From an optimization exercise on the open Yosys and OpenROAD flow, aimed at small area and a short achievable clock period; shortcuts taken in it are not production practice. At most, simulation tests tie the RTL to the original design; equivalence was not proved. The flow treats the clock pin as an ideal source. Dropping or thinning the clock tree relies on that and would not hold on a real chip. Power is estimated from default activity; no workload was simulated.

==> module fifo, before the edit <==
module fifo(input clk, rstn, re, we_reg, sel, lfd,
	input [7:0] rdata,
	output vld, vo, full, sft,
	output [7:0] dout);
	reg [134:0] mem;         
	reg [15:0]  pos;         
	reg [3:0]   wptr;        
	reg         nempty, nfull;
	reg         vld_q;       
	reg [7:0]   data_out;
	reg [5:0]   cnt;         
	reg         cnt_zero;    
	reg [4:0]   tmo;         
	reg         sft_rst;
	reg [8:0] head;
	integer k;
	always @(*) begin
		head = 9'd0;
		for (k = 0; k < 15; k = k + 1)
			head = head | ({9{pos[k]}} & mem[9*k +: 9]);
	end
	wire clr = cnt_zero & (|data_out);
	wire kill = ~rstn | sft_rst;
	wire wr = we_reg & sel & ~nfull & ~sft_rst;
	wire rd_ok = nempty & ~clr;
	always @(posedge clk)
		if (wr) mem <= {mem[125:0], lfd, rdata};
	wire [15:0] up = {pos[14:0], pos[15]};
	wire [15:0] dn = {pos[0], pos[15:1]};
	wire [15:0] pos_nr = wr ? up : pos;
	wire        ne_nr  = wr ? ~pos[14] : nempty;
	wire        nf_nr  = wr ? pos[13] & (wptr != 4'd14) : nfull;
	wire [15:0] pos_r  = rd_ok ? (wr ? pos : dn) : pos_nr;
	wire        ne_r   = rd_ok ? (wr | ~pos[0]) : ne_nr;
	wire        nf_r   = rd_ok ? (wr & pos[14] & (wptr != 4'd14)) : nf_nr;
	always @(posedge clk) begin
		if (kill) begin
			pos <= 16'h8000;
			wptr <= 4'd0;
			nempty <= 1'b0;
			vld_q <= 1'b0;
			nfull <= 1'b0;
		end else begin
			if (wr)
				wptr <= wptr + 4'd1;
			pos <= re ? pos_r : pos_nr;
			nempty <= re ? ne_r : ne_nr;
			vld_q <= re ? (rd_ok ? (wr | ~pos[0]) : (wr ? ~pos[14] : vld_q))
			            : (wr ? ~pos[14] : vld_q);
			nfull <= re ? nf_r : nf_nr;
		end
	end
	always @(posedge clk) begin
		if (kill | clr)
			data_out <= 8'd0;
		else if (re & nempty)
			data_out <= head[7:0];
	end
	wire [5:0] cnt_h = head[8] ? head[7:2] : (cnt_zero ? cnt : cnt - 6'd1);
	wire       cz_h  = head[8] ? 1'b0 : (cnt_zero | (cnt == 6'd0));
	always @(posedge clk) begin
		if (kill) begin
			cnt <= 6'd0;
			cnt_zero <= 1'b1;
		end else if (re & nempty) begin
			cnt <= cnt_h;
			cnt_zero <= cz_h;
		end
	end
	always @(posedge clk) begin
		if (~rstn | ~nempty | re) begin
			tmo <= 5'd1;
			sft_rst <= 1'b0;
		end else if (tmo == 5'd30) begin
			tmo <= 5'd1;
			sft_rst <= 1'b1;
		end else begin
			tmo <= tmo + 5'd1;
			sft_rst <= 1'b0;
		end
	end
	assign vld = nempty;
	assign vo = vld_q;
	assign full = nfull;
	assign sft = sft_rst;
	assign dout = data_out;
endmodule
Settings: LEC_CHECK=0, CAP_MARGIN=20, CORE_MARGIN=2, CORE_UTILIZATION=60, SETUP_SLACK_MARGIN=3.0, SLEW_MARGIN=20; clock period 5.0 ns.
run.sh (not shown) runs the stock make flow with config.mk's settings and CLKGATE_MAP_FILE= SYNTH_SCRIPT=/design/flow/synth_recipe.tcl, a recipe that flattens the netlist after the stock synthesis.
Rerun with:
--- a/flow/design.v
+++ b/flow/design.v
@@ -2,52 +2,52 @@
 	input [7:0] rdata,
 	output vld, vo, full, sft,
 	output [7:0] dout);
 	reg [134:0] mem;         
-	reg [15:0]  pos;         
+	reg [3:0]   idx;         
 	reg [3:0]   wptr;        
 	reg         nempty, nfull;
 	reg         vld_q;       
 	reg [7:0]   data_out;
 	reg [5:0]   cnt;         
 	reg         cnt_zero;    
 	reg [4:0]   tmo;         
 	reg         sft_rst;
+	wire [3:0] lo = 4'b0001 << idx[1:0];
+	wire [3:0] hi = 4'b0001 << idx[3:2];
 	reg [8:0] head;
 	integer k;
 	always @(*) begin
 		head = 9'd0;
 		for (k = 0; k < 15; k = k + 1)
-			head = head | ({9{pos[k]}} & mem[9*k +: 9]);
+			head = head | ({9{lo[k % 4] & hi[k / 4]}} & mem[9*k +: 9]);
 	end
 	wire clr = cnt_zero & (|data_out);
 	wire kill = ~rstn | sft_rst;
 	wire wr = we_reg & sel & ~nfull & ~sft_rst;
 	wire rd_ok = nempty & ~clr;
 	always @(posedge clk)
 		if (wr) mem <= {mem[125:0], lfd, rdata};
-	wire [15:0] up = {pos[14:0], pos[15]};
-	wire [15:0] dn = {pos[0], pos[15:1]};
-	wire [15:0] pos_nr = wr ? up : pos;
-	wire        ne_nr  = wr ? ~pos[14] : nempty;
-	wire        nf_nr  = wr ? pos[13] & (wptr != 4'd14) : nfull;
-	wire [15:0] pos_r  = rd_ok ? (wr ? pos : dn) : pos_nr;
-	wire        ne_r   = rd_ok ? (wr | ~pos[0]) : ne_nr;
-	wire        nf_r   = rd_ok ? (wr & pos[14] & (wptr != 4'd14)) : nf_nr;
+	wire [3:0] idx_nr = wr ? idx + 4'd1 : idx;
+	wire       ne_nr  = wr ? (idx != 4'd14) : nempty;
+	wire       nf_nr  = wr ? (idx == 4'd13) & (wptr != 4'd14) : nfull;
+	wire [3:0] idx_r  = rd_ok ? (wr ? idx : idx - 4'd1) : idx_nr;
+	wire       ne_r   = rd_ok ? (wr | (idx != 4'd0)) : ne_nr;
+	wire       nf_r   = rd_ok ? (wr & (idx == 4'd14) & (wptr != 4'd14)) : nf_nr;
 	always @(posedge clk) begin
 		if (kill) begin
-			pos <= 16'h8000;
+			idx <= 4'd15;
 			wptr <= 4'd0;
 			nempty <= 1'b0;
 			vld_q <= 1'b0;
 			nfull <= 1'b0;
 		end else begin
 			if (wr)
 				wptr <= wptr + 4'd1;
-			pos <= re ? pos_r : pos_nr;
+			idx <= re ? idx_r : idx_nr;
 			nempty <= re ? ne_r : ne_nr;
-			vld_q <= re ? (rd_ok ? (wr | ~pos[0]) : (wr ? ~pos[14] : vld_q))
-			            : (wr ? ~pos[14] : vld_q);
+			vld_q <= re ? (rd_ok ? (wr | (idx != 4'd0)) : (wr ? (idx != 4'd14) : vld_q))
+			            : (wr ? (idx != 4'd14) : vld_q);
 			nfull <= re ? nf_r : nf_nr;
 		end
 	end
 	always @(posedge clk) begin
Outcome: The new run ran to the end with no violations. Total power went up by 8.3%. Non-clock buffer count rises by 117. Die area is lower by 0.77%. Area after synthesis goes down by 0.78%. Core utilization goes up by 5.5 points. Wire length goes up by 2.1%. Via count rose by 3.4%. Worst setup slack got worse by 0.039 ns. Clock skew stays flat. Cell count grows by 6.8%. Cell area rises by 5.6%. Synthesized cell count goes up by 3.1%.
No run of this note included a check of the RTL's function; only the layout flow was run.

========
== lagoon ==
Another version of the RTL of router_top (not shown whole).
For scale: about 1500 cells after synthesis, ~43 I/O pins, ~0.022 mm2 of cells after synthesis.
==> module fifo, before the edit <==
module fifo(input clk, rstn, re, we_reg, sel, lfd,
	input [7:0] rdata,
	output vld, vo, full, sft,
	output [7:0] dout);
	reg [134:0] mem;         
	reg [15:0]  pos;         
	reg [3:0]   wptr;        
	reg         nfull;
	reg         vld_q;       
	reg [7:0]   data_out;
	reg [5:0]   cnt;         
	reg         cnt_zero;    
	reg [4:0]   tmo;         
	reg         sft_rst;
	reg         clr;         
	reg [8:0] head;
	integer k;
	always @(*) begin
		head = 9'd0;
		for (k = 0; k < 15; k = k + 1)
			head = head | ({9{pos[k]}} & mem[9*k +: 9]);
	end
	wire nempty = ~pos[15];
	wire kill = ~rstn | sft_rst;
	wire wr = we_reg & sel & ~nfull & ~sft_rst;
	wire rd_ok = nempty & ~clr;
	always @(posedge clk)
		if (wr) mem <= {mem[125:0], lfd, rdata};
	wire [15:0] up = {pos[14:0], pos[15]};
	wire [15:0] dn = {pos[0], pos[15:1]};
	wire [15:0] pos_nr = wr ? up : pos;
	wire        nf_nr  = wr ? pos[13] & (wptr != 4'd14) : nfull;
	wire [15:0] pos_r  = rd_ok ? (wr ? pos : dn) : pos_nr;
	wire        nf_r   = rd_ok ? (wr & pos[14] & (wptr != 4'd14)) : nf_nr;
	always @(posedge clk) begin
		if (kill) begin
			pos <= 16'h8000;
			wptr <= 4'd0;
			vld_q <= 1'b0;
			nfull <= 1'b0;
		end else begin
			if (wr)
				wptr <= wptr + 4'd1;
			pos <= re ? pos_r : pos_nr;
			vld_q <= re ? (rd_ok ? (wr | ~pos[0]) : (wr ? ~pos[14] : vld_q))
			            : (wr ? ~pos[14] : vld_q);
			nfull <= re ? nf_r : nf_nr;
		end
	end
	always @(posedge clk) begin
		if (kill | clr)
			data_out <= 8'd0;
		else if (re & nempty)
			data_out <= head[7:0];
	end
	always @(posedge clk)
		clr <= ~kill & ~clr & re & nempty & ~head[8] & (cnt_zero | (cnt == 6'd0)) & (|head[7:0]);
	wire [5:0] cnt_h = head[8] ? head[7:2] : (cnt_zero ? cnt : cnt - 6'd1);
	wire       cz_h  = head[8] ? 1'b0 : (cnt_zero | (cnt == 6'd0));
	always @(posedge clk) begin
		if (kill) begin
			cnt <= 6'd0;
			cnt_zero <= 1'b1;
		end else if (re & nempty) begin
			cnt <= cnt_h;
			cnt_zero <= cz_h;
		end
	end
	wire tmo_end = (tmo == 5'd8);
	always @(posedge clk) begin
		if (~nempty | re | tmo_end)
			tmo <= 5'd1;
		else
			tmo <= {tmo[3:0], tmo[4] ^ tmo[2]};
		sft_rst <= rstn & nempty & ~re & tmo_end;
	end
	assign vld = nempty;
	assign vo = vld_q;
	assign full = nfull;
	assign sft = sft_rst;
	assign dout = data_out;
endmodule
==> flow/config.mk <==
export PLATFORM = sky130hd
export DESIGN_NAME = router_top
export DESIGN_NICKNAME = router_top
export VERILOG_FILES = /design/flow/design.v
export SDC_FILE = /design/flow/constraint.sdc
export NUM_CORES = 4
export LEC_CHECK = 0
export CAP_MARGIN = 0
export CORE_MARGIN = 2
export CORE_UTILIZATION = 60
export SETUP_SLACK_MARGIN = 3.1
export SLEW_MARGIN = 0
==> flow/constraint.sdc <==
create_clock -name core_clock -period 5.0 [get_ports {clk}]
set_input_delay 1.0000 -clock core_clock [delete_from_list [all_inputs] [get_ports {clk}]]
set_output_delay 1.0000 -clock core_clock [all_outputs]
set_load 0.01 [all_outputs]
standard.sh (not shown) runs the stock make flow with config.mk's settings and CLKGATE_MAP_FILE= SYNTH_SCRIPT=/design/flow/synth_recipe.tcl, a recipe that flattens the netlist after the stock synthesis.
==> flow/flow/run.sh <==
#!/bin/bash
# The standard layout, except that the clock tree is built by flow/manual_cts.tcl:
# the clock port drives four root buffers, each driving the leaf buffers of
# about 28 flip-flops apiece. Each tool's output goes to its own log here.
set -euo pipefail
export PRE_CTS_TCL="$PWD/flow/pre_cts.tcl"
export MCTS_PER=28
export MCTS_ROOTS=4
bash standard.sh > standard.log 2>&1
Other scripts of this flow, unchanged in this note and not shown: flow/flow/manual_cts.tcl, flow/flow/pre_cts.tcl
lagoon completed; timing, DRC and antenna clean
### lagoon -> nickel
--- a/flow/design.v
+++ b/flow/design.v
@@ -55,7 +55,7 @@
 	end
 	always @(posedge clk)
 		clr <= ~kill & ~clr & re & nempty & ~head[8] & (cnt_zero | (cnt == 6'd0)) & (|head[7:0]);
-	wire [5:0] cnt_h = head[8] ? head[7:2] : (cnt_zero ? cnt : cnt - 6'd1);
+	wire [5:0] cnt_h = head[8] ? head[7:2] : cnt - 6'd1;
 	wire       cz_h  = head[8] ? 1'b0 : (cnt_zero | (cnt == 6'd0));
 	always @(posedge clk) begin
 		if (kill) begin
==> comparison <==
- nickel: no failed stages, no open violations at the end
- Vertical die dimension for nickel: about 0.35% down relative to lagoon
- Higher via count among nickel and lagoon: lagoon
- Maximum vdd drop in nickel is 0.00024 V higher than in lagoon
- Met1 routed wirelength after detailed routing (lower): lagoon
- Going from lagoon to nickel, aggregate routed wire length went down by 1500 um, number of endpoints with negative hold slack in the final report ~0 delta, multi-input combinational area share has decreased.
In every run of this note, the design's own scripts or RTL, not TritonCTS, make the clock network.

afterwards: timing with drivers on the ports:
The flow's constraints put no driver on any port. The routed layouts listed below were extracted and timed again, unchanged, in two steps. Step 1 assumes that a clkbuf_16 drives the clock port and a buf_2 every other input. Step 2 also shifts input and output timing later by t, the mid clock arrival at the registers, as if the neighbouring blocks saw the same clock. Three values: ideal, step 1, step 2; two values: the first two.
run | t (ns) | setup slack, ns | worst setup path at the end
the first run of note 1 | 0.653 | 2.843 / 2.843 / 2.239 | input to register
the second run of note 1 | 0.645 | 2.804 / 2.804 / 2.397 | input to register
lagoon | 0.452 | 3.125 / 3.026 / 2.765 | input to register
nickel | 0.459 | 3.138 / 3.030 / 2.791 | input to register
After both steps setup and hold are still met in every run listed. The setup slack of the first run of note 1, which loses most, moves by 0.000 ns with the drivers and by -0.604 ns with both steps.
